Background: an optimization exercise with open tools, aiming at small area, a short achievable clock period and few clock cycles. Do not read the settings as production practice. At most, simulation tests tie the RTL to the original design; equivalence was not proved.

## produto_escalar
module produto_escalar (
    input  logic         clk_i,
    input  logic         rst_i,
    input  logic         iniciar,
    input  logic [31:0]  a0, a1, a2, a3, a4, a5, a6, a7,
    input  logic [31:0]  b0, b1, b2, b3, b4, b5, b6, b7,
    output logic [63:0]  resultado,
    output logic         concluido
);
  logic        iniciar_prev;
  logic [9:1]  fase;           
  logic [31:0] a_r;
  logic [15:0] one_r, two_r, neg_r;
  logic [63:0] prod0, prod1, prod2;
  wire ocupado = |fase;
  wire inicio  = iniciar & ~iniciar_prev & ~ocupado;
  wire en      = inicio | (|fase[7:1]);
  always_ff @(posedge clk_i) begin
    if (rst_i) begin
      iniciar_prev <= 1'b0;
      fase         <= 9'd0;
      concluido    <= 1'b0;
    end else begin
      iniciar_prev <= iniciar;
      fase         <= {fase[8:1], inicio};
      if (inicio)       concluido <= 1'b0;
      else if (fase[9]) concluido <= 1'b1;
    end
  end
  wire [31:0] a_sel = ({32{~ocupado}} & a0) | ({32{fase[1]}} & a1) |
                      ({32{fase[2]}} & a2) | ({32{fase[3]}} & a3) |
                      ({32{fase[4]}} & a4) | ({32{fase[5]}} & a5) |
                      ({32{fase[6]}} & a6) | ({32{fase[7]}} & a7);
  wire [31:0] b_sel = ({32{~ocupado}} & b0) | ({32{fase[1]}} & b1) |
                      ({32{fase[2]}} & b2) | ({32{fase[3]}} & b3) |
                      ({32{fase[4]}} & b4) | ({32{fase[5]}} & b5) |
                      ({32{fase[6]}} & b6) | ({32{fase[7]}} & b7);
  wire [15:0] one_d, two_d, neg_d;
  assign one_d[0] = en & (b_sel[0] ^ 1'b0);
  assign two_d[0] = en & ((b_sel[1] & ~b_sel[0] & ~1'b0) | (~b_sel[1] & b_sel[0] & 1'b0));
  assign neg_d[0] = en & b_sel[1];
  assign one_d[1] = en & (b_sel[2] ^ b_sel[1]);
  assign two_d[1] = en & ((b_sel[3] & ~b_sel[2] & ~b_sel[1]) | (~b_sel[3] & b_sel[2] & b_sel[1]));
  assign neg_d[1] = en & b_sel[3];
  assign one_d[2] = en & (b_sel[4] ^ b_sel[3]);
  assign two_d[2] = en & ((b_sel[5] & ~b_sel[4] & ~b_sel[3]) | (~b_sel[5] & b_sel[4] & b_sel[3]));
  assign neg_d[2] = en & b_sel[5];
  assign one_d[3] = en & (b_sel[6] ^ b_sel[5]);
  assign two_d[3] = en & ((b_sel[7] & ~b_sel[6] & ~b_sel[5]) | (~b_sel[7] & b_sel[6] & b_sel[5]));
  assign neg_d[3] = en & b_sel[7];
  assign one_d[4] = en & (b_sel[8] ^ b_sel[7]);
  ...
Size in the first run: about 3300 cells after synthesis, roughly 340 flip-flops, ~34000 um2 of cells after synthesis.
export LEC_CHECK = 0
export CAP_MARGIN = 20
export CORE_MARGIN = 2
export CORE_UTILIZATION = 40
export SLEW_MARGIN = 20
export SYNTH_HIERARCHICAL = 1
export SYNTH_MINIMUM_KEEP_SIZE = 0
export BUFFER_PORTS_ARGS = -buffer_cell sky130_fd_sc_hd__buf_1
create_clock -name core_clock -period 11.5 [get_ports {clk_i}]
standard.sh (not shown) runs the stock make flow with config.mk's settings and CLKGATE_MAP_FILE= SYNTH_SCRIPT=/design/flow/synth_recipe.tcl, a recipe that flattens the netlist after the stock synthesis.
==> flow/flow/run.sh <==
#!/bin/bash
set -e
echo 'export BUFFER_PORTS_ARGS = -buffer_cell sky130_fd_sc_hd__buf_1' >> config.mk
bash standard.sh SETUP_SLACK_MARGIN=7.5 finish > standard.log 2>&1
Change:
==> flow/flow/run.sh (replaced) <==
#!/bin/bash
set -e
echo 'export BUFFER_PORTS_ARGS = -buffer_cell sky130_fd_sc_hd__buf_1' >> config.mk
bash standard.sh SETUP_SLACK_MARGIN=7 finish > standard.log 2>&1
Outcome: Register-to-register slack is worse by 0.07 ns.
No functional check of the RTL was part of any run of this note.

produto_escalar, a different RTL version from the one above (not shown whole).
Size in the first run: roughly 3400 cells after synthesis, ~220 flip-flops.
export LEC_CHECK = 0
export CAP_MARGIN = 20
export CORE_MARGIN = 2
export CORE_UTILIZATION = 40
export SETUP_SLACK_MARGIN = 5
export SLEW_MARGIN = 20
export SYNTH_HIERARCHICAL = 1
export SYNTH_MINIMUM_KEEP_SIZE = 0
create_clock -name core_clock -period 11.5 [get_ports {clk_i}]
run.sh (not shown) runs the stock make flow with config.mk's settings and CLKGATE_MAP_FILE= SYNTH_SCRIPT=/design/flow/synth_recipe.tcl, a recipe that flattens the netlist after the stock synthesis.
Stock flow here: none of the scripts above is used.
Testbench counts at the start, summed over its fixed seeds: cycles 24,000.
Edit:
==> flow/flow/run.sh (new file) <==
#!/bin/bash
set -e
echo 'export BUFFER_PORTS_ARGS = -buffer_cell sky130_fd_sc_hd__buf_1' >> config.mk
bash standard.sh SETUP_SLACK_MARGIN=7 finish > standard.log 2>&1
==> flow/standard.sh (new file) <==
#!/bin/bash
# synth_recipe.tcl (not shown) runs the flow's synth.tcl, then flattens the netlist and writes it again
# the make line also repeats each setting of config.mk as NAME=value (left out here)
make -C /OpenROAD-flow-scripts/flow DESIGN_CONFIG=/design/flow/config.mk WORK_HOME=/design/flow/orfs CLKGATE_MAP_FILE= SYNTH_SCRIPT=/design/flow/synth_recipe.tcl "${@:-finish}"
--- a/flow/config.mk
+++ b/flow/config.mk
@@ -11 +10,0 @@
-export SETUP_SLACK_MARGIN = 5
@@ -14,0 +14 @@
+export BUFFER_PORTS_ARGS = -buffer_cell sky130_fd_sc_hd__buf_1
removed: flow/run.sh
Setup slack improved by 0.45 ns.
Design area is lower by a few percent.
Wire length fell slightly.
Edit:
==> flow/flow/run.sh (replaced) <==
#!/bin/bash
set -e
echo 'export BUFFER_PORTS_ARGS = -buffer_cell sky130_fd_sc_hd__buf_1' >> config.mk
bash standard.sh SETUP_SLACK_MARGIN=7 ABC_CLOCK_PERIOD_IN_PS=1500 finish > standard.log 2>&1
The new run produced a clean layout.
Fmax stays the same.
Cell area does not change.
Routed wire length is unchanged.
Worst setup slack is unchanged.
Hold slack does not change.
Edit:
==> flow/run.sh (new file) <==
#!/bin/bash
# synth_recipe.tcl (not shown) runs the flow's synth.tcl, then flattens the netlist and writes it again
# the make line also repeats each setting of config.mk as NAME=value (left out here)
make -C /OpenROAD-flow-scripts/flow DESIGN_CONFIG=/design/flow/config.mk WORK_HOME=/design/flow/orfs CLKGATE_MAP_FILE= SYNTH_SCRIPT=/design/flow/synth_recipe.tcl finish
--- a/flow/config.mk
+++ b/flow/config.mk
@@ -14 +13,0 @@
-export BUFFER_PORTS_ARGS = -buffer_cell sky130_fd_sc_hd__buf_1
removed: flow/flow/run.sh
removed: flow/standard.sh
Effect: Worst setup slack is worse by 1.4 ns; register-to-register slack is worse by 0.18 ns; utilization goes up by 1.8 points; non-clock buffer count goes down by 67; maximum frequency goes down by 19%; synthesized cell count stays the same.
Edit:
==> flow/flow/run.sh (new file) <==
#!/bin/bash
set -e
echo 'export BUFFER_PORTS_ARGS = -buffer_cell sky130_fd_sc_hd__buf_1' >> config.mk
bash standard.sh > standard.log 2>&1
==> flow/standard.sh (new file) <==
#!/bin/bash
# synth_recipe.tcl (not shown) runs the flow's synth.tcl, then flattens the netlist and writes it again
# the make line also repeats each setting of config.mk as NAME=value (left out here)
make -C /OpenROAD-flow-scripts/flow DESIGN_CONFIG=/design/flow/config.mk WORK_HOME=/design/flow/orfs CLKGATE_MAP_FILE= SYNTH_SCRIPT=/design/flow/synth_recipe.tcl "${@:-finish}"
--- a/flow/config.mk
+++ b/flow/config.mk
@@ -13,0 +14 @@
+export BUFFER_PORTS_ARGS = -buffer_cell sky130_fd_sc_hd__buf_1
removed: flow/run.sh
Result: The new run passed the timing, DRC and antenna checks. Setup slack gains 0.44 ns. Utilization came out lower by 4.2 points. Count of clock-buffer cells in the layout fell by 6. Cell count barely changes. Final area drops by 8.5%. Critical path depth falls by 1. Global-route usage went up by 0.31 points. Wire length barely changes.

Another version of the RTL of produto_escalar (not shown whole).
For scale: ~4100 cells after synthesis, about 340 flip-flops, about 580 I/O pins.
export LEC_CHECK = 0
export CAP_MARGIN = 20
export CORE_MARGIN = 2
export CORE_UTILIZATION = 40
export SLEW_MARGIN = 20
export SYNTH_HIERARCHICAL = 1
export SYNTH_MINIMUM_KEEP_SIZE = 0
export BUFFER_PORTS_ARGS = -buffer_cell sky130_fd_sc_hd__buf_1
create_clock -name core_clock -period 11.5 [get_ports {clk_i}]
standard.sh (not shown) runs the stock make flow with config.mk's settings and CLKGATE_MAP_FILE= SYNTH_SCRIPT=/design/flow/synth_recipe.tcl, a recipe that flattens the netlist after the stock synthesis.
==> flow/flow/run.sh <==
#!/bin/bash
set -e
echo 'export BUFFER_PORTS_ARGS = -buffer_cell sky130_fd_sc_hd__buf_1' >> config.mk
bash standard.sh SETUP_SLACK_MARGIN=7.8 finish > standard.log 2>&1
Edit:
==> flow/flow/run.sh (replaced) <==
#!/bin/bash
set -e
echo 'export BUFFER_PORTS_ARGS = -buffer_cell sky130_fd_sc_hd__buf_1' >> config.mk
bash standard.sh SETUP_SLACK_MARGIN=7.5 finish > standard.log 2>&1
Final area came out lower by a few percent. Worst hold slack is about the same. Core utilization came out lower by 1.2 points.
Function was not checked in any run of this note: the RTL went through the layout flow alone.

produto_escalar, a different RTL version from the one above (not shown whole).
Size in the first run: roughly 3,200 cells after synthesis, ~580 I/O pins, roughly 34,000 um^2 of cells after synthesis.
// produto_escalar
module produto_escalar (
    input  logic         clk_i,
    input  logic         rst_i,
    input  logic         iniciar,
    input  logic [31:0]  a0, a1, a2, a3, a4, a5, a6, a7,
    input  logic [31:0]  b0, b1, b2, b3, b4, b5, b6, b7,
    output logic [63:0]  resultado,
    output logic         concluido
);
==> flow/config.mk <==
export PLATFORM = sky130hd
export DESIGN_NAME = produto_escalar
export DESIGN_NICKNAME = produto_escalar
export VERILOG_FILES = /design/flow/design.v
export SDC_FILE = /design/flow/constraint.sdc
export NUM_CORES = 4
export LEC_CHECK = 0
export CAP_MARGIN = 20
export CORE_MARGIN = 2
export CORE_UTILIZATION = 33
export SLEW_MARGIN = 20
export SYNTH_HIERARCHICAL = 1
export SYNTH_MINIMUM_KEEP_SIZE = 0
export BUFFER_PORTS_ARGS = -buffer_cell sky130_fd_sc_hd__buf_1
==> flow/constraint.sdc <==
create_clock -name core_clock -period 11.5 [get_ports {clk_i}]
set_input_delay 2.3000 -clock core_clock [delete_from_list [all_inputs] [get_ports {clk_i}]]
set_output_delay 2.3000 -clock core_clock [all_outputs]
set_load 0.01 [all_outputs]
==> flow/flow/run.sh <==
#!/bin/bash
set -e
echo 'export BUFFER_PORTS_ARGS = -buffer_cell sky130_fd_sc_hd__buf_1' >> config.mk
bash standard.sh SETUP_SLACK_MARGIN=8.1 finish > standard.log 2>&1
The first run completed with no timing, DRC or antenna violations.
Testbench counts at the start, summed over its fixed seeds: cycles 26,400.
Edit:
==> flow/flow/run.sh (replaced) <==
#!/bin/bash
set -e
echo 'export BUFFER_PORTS_ARGS = -buffer_cell sky130_fd_sc_hd__buf_1' >> config.mk
bash standard.sh SETUP_SLACK_MARGIN=7.8 finish > standard.log 2>&1
CTS_BUF_LIST = sky130_fd_sc_hd__clkbuf_4 sky130_fd_sc_hd__clkbuf_8   (was default)
=> The new run completed with no timing, DRC or antenna violations; wire length decreases by about 3.7%; die area stays the same; via count falls by about 3.4%.
Edit:
CTS_BUF_LIST = default   (was sky130_fd_sc_hd__clkbuf_4 sky130_fd_sc_hd__clkbuf_8)
What happened:
- The new run completed without violations
- via count went down by 0.41%
- design area barely changes
- first-iteration DRC count falls by 2.1%
- cell count came out lower by 0.71%

== garnet ==
produto_escalar, a different RTL version from the one above (not shown whole).
Size: ~4200 cells after synthesis, roughly 340 flip-flops, roughly 580 I/O pins.
==> flow/config.mk <==
export PLATFORM = sky130hd
export DESIGN_NAME = produto_escalar
export DESIGN_NICKNAME = produto_escalar
export VERILOG_FILES = /design/flow/design.v
export SDC_FILE = /design/flow/constraint.sdc
export NUM_CORES = 4
export LEC_CHECK = 0
export CAP_MARGIN = 20
export CORE_MARGIN = 2
export CORE_UTILIZATION = 40
export SLEW_MARGIN = 20
export SYNTH_HIERARCHICAL = 1
export SYNTH_MINIMUM_KEEP_SIZE = 0
export BUFFER_PORTS_ARGS = -buffer_cell sky130_fd_sc_hd__buf_1
==> flow/constraint.sdc <==
create_clock -name core_clock -period 11.5 [get_ports {clk_i}]
set_input_delay 2.3000 -clock core_clock [delete_from_list [all_inputs] [get_ports {clk_i}]]
set_output_delay 2.3000 -clock core_clock [all_outputs]
set_load 0.01 [all_outputs]
==> flow/flow/run.sh <==
#!/bin/bash
set -e
echo 'export BUFFER_PORTS_ARGS = -buffer_cell sky130_fd_sc_hd__buf_1' >> config.mk
bash standard.sh SETUP_SLACK_MARGIN=7.8 finish > standard.log 2>&1
Testbench counts of garnet, summed over its fixed seeds: cycles 26,400.
#### Input delta (nickel over garnet)
==> flow/flow/run.sh <==
#!/bin/bash
set -e
echo 'export BUFFER_PORTS_ARGS = -buffer_cell sky130_fd_sc_hd__buf_1' >> config.mk
bash standard.sh SETUP_SLACK_MARGIN=7.5 finish > standard.log 2>&1
[summary]
The area added between synthesis and finish in nickel was lower than what garnet gave. From garnet to nickel the numbers moved as follows: number of antenna violations at the first check in global routing lower, worst hold slack roughly the same. Relative to garnet, non-clock buffer count decreased by 10 in nickel. The run with more routed wire is garnet, not nickel. Diff nickel and garnet: via count of the routed design higher in garnet. Looking at share of the clock period used by the worst path after layout, nickel sits 2.0 points above garnet. A cell with the largest stage delay on the worst path of sky130_fd_sc_hd__dfxtp_2 is what nickel shows, while sky130_fd_sc_hd__buf_4 belongs to garnet. Critical path depth (lower): garnet.
Modified inputs, violet compared to nickel
==> flow/flow/run.sh <==
#!/bin/bash
set -e
echo 'export BUFFER_PORTS_ARGS = -buffer_cell sky130_fd_sc_hd__buf_1' >> config.mk
bash standard.sh SETUP_SLACK_MARGIN=7.95 finish > standard.log 2>&1
==> results.txt <==
- Shortest period the worst path allows: violet vs nickel down 0.40 ns
- Compared with nickel, violet shows a higher met2 demand-to-capacity share in global routing.
- nickel → violet: aggregate routed wire length picked up an extra about 6%, via count picked up an extra about 3.4%, cell count picked up an extra 92.
What pepper does differently from violet at the input level:
- CORE_UTILIZATION: 40 -> 33
==> flow/flow/run.sh <==
#!/bin/bash
set -e
echo 'export BUFFER_PORTS_ARGS = -buffer_cell sky130_fd_sc_hd__buf_1' >> config.mk
bash standard.sh SETUP_SLACK_MARGIN=7.8 finish > standard.log 2>&1
Results
In pepper the final critical-path required period turned out 0.13 ns higher than in violet.
From pepper to violet, area after synthesis did not move at all.
Run comparison: violet launching element of the worst setup path dif_r[7]; pepper launching element of the worst setup path a_r[5]
The worst hold slack of pepper and that of violet are within noise of each other.
pepper vs. violet: overall routing resource usage went down by 6.5 points.
pepper vs. violet: clock latency of the later-clocked register in the worst-skew pair increased by 0.03 ns relative to the old numbers, global routing met1 resource utilization now sits lower, routed wire length saw a decrease.
When the final numbers for violet and pepper were put side by side, the storage element area turned out to be greater in violet.
## Diff of input files: zinc against pepper
- CORE_UTILIZATION now 50, was 33
The flow did not stop early for pepper: all stages ran, and the layout cleared the timing, DRC and antenna checks. Every stage of the flow completed for zinc, and the final layout passed the timing, DRC and antenna checks. Summary of the comparison: global-route wire length before repair is higher in zinc, relative to pepper. Where die area is concerned, pepper is outperformed by zinc. Run comparison: zinc library cell contributing the largest single delay on the critical path sky130_fd_sc_hd__buf_4; pepper library cell contributing the largest single delay on the critical path sky130_fd_sc_hd__fa_1. Taking pepper as the reference, in zinc met2 track demand over resource +19 points; sink count of the clock tree ~0 delta. Status: sequential share of cell area parity (pepper, zinc). Diff zinc and pepper: critical path depth higher in pepper. When zinc is measured against pepper, its wire length turns out 7.3% higher. neg_r[3] as the launching element of the worst setup path was reported by zinc, and a_r[5] by pepper. zinc: setup slack is 0.041 ns lower than what pepper reported.

-- separate check: timing with driven ports --
No port has a modelled driver above. Below, the same layouts with a new extraction and two added sets of constraints.
Step 1 assumes that a clkbuf_16 drives the clock port and a buf_2 every other input.
Step 2, shift: input delay + t, output delay - t, t = (earliest + latest rising clock arrival at the registers) / 2. This alone moves slack from input paths to output paths.
Three values: ideal, step 1, step 2; two values: the first two.
run | t, ns | setup WS [ns] | worst setup path at the end | cell pins on the clock port's net
the first run of note 1 | 0.635 | 7.172 / 7.172 / 6.892 | input to register | 1
the second run of note 1 | 0.647 | 7.099 / 7.099 / 6.864 | input to register | 1
the first run of note 2 | 0.659 | 5.053 / 4.984 / 5.643 | register to output | 1
the second run of note 2 | 0.668 | 5.505 / 5.434 / 6.102 | register to output | 1
the third run of note 2 | 0.668 | 5.505 / 5.434 / 6.102 | register to output | 1
the fourth run of note 2 | 0.657 | 4.137 / 4.071 / 4.728 | register to output | 1
the fifth run of note 2 | 0.673 | 4.573 / 4.505 / 5.178 | register to output | 1
the first run of note 3 | 0.650 | 7.372 / 7.372 / 7.333 | input to register | 1
the second run of note 3 | 0.653 | 7.406 / 7.406 / 7.263 | input to register | 1
the first run of note 4 | 0.681 | 8.038 / 8.023 / 7.490 | input to register | 1
the second run of note 4 | 0.734 | 7.782 / 7.782 / 7.186 | input to register | 1
the third run of note 4 | 0.683 | 7.825 / 7.807 / 7.312 | input to register | 1
garnet | 0.653 | 7.792 / 7.792 / 7.389 | input to register | 1
nickel | 0.653 | 7.559 / 7.559 / 7.333 | input to register | 1
violet | 0.651 | 7.962 / 7.938 / 7.605 | input to register | 1
pepper | 0.706 | 7.835 / 7.823 / 7.683 | input to register | 1
zinc | 0.661 | 7.794 / 7.761 / 7.223 | input to register | 1
After both steps every run listed still meets setup and hold. The setup slack of the second run of note 4, which loses most, moves by 0.000 ns with the drivers and by -0.596 ns with both steps.
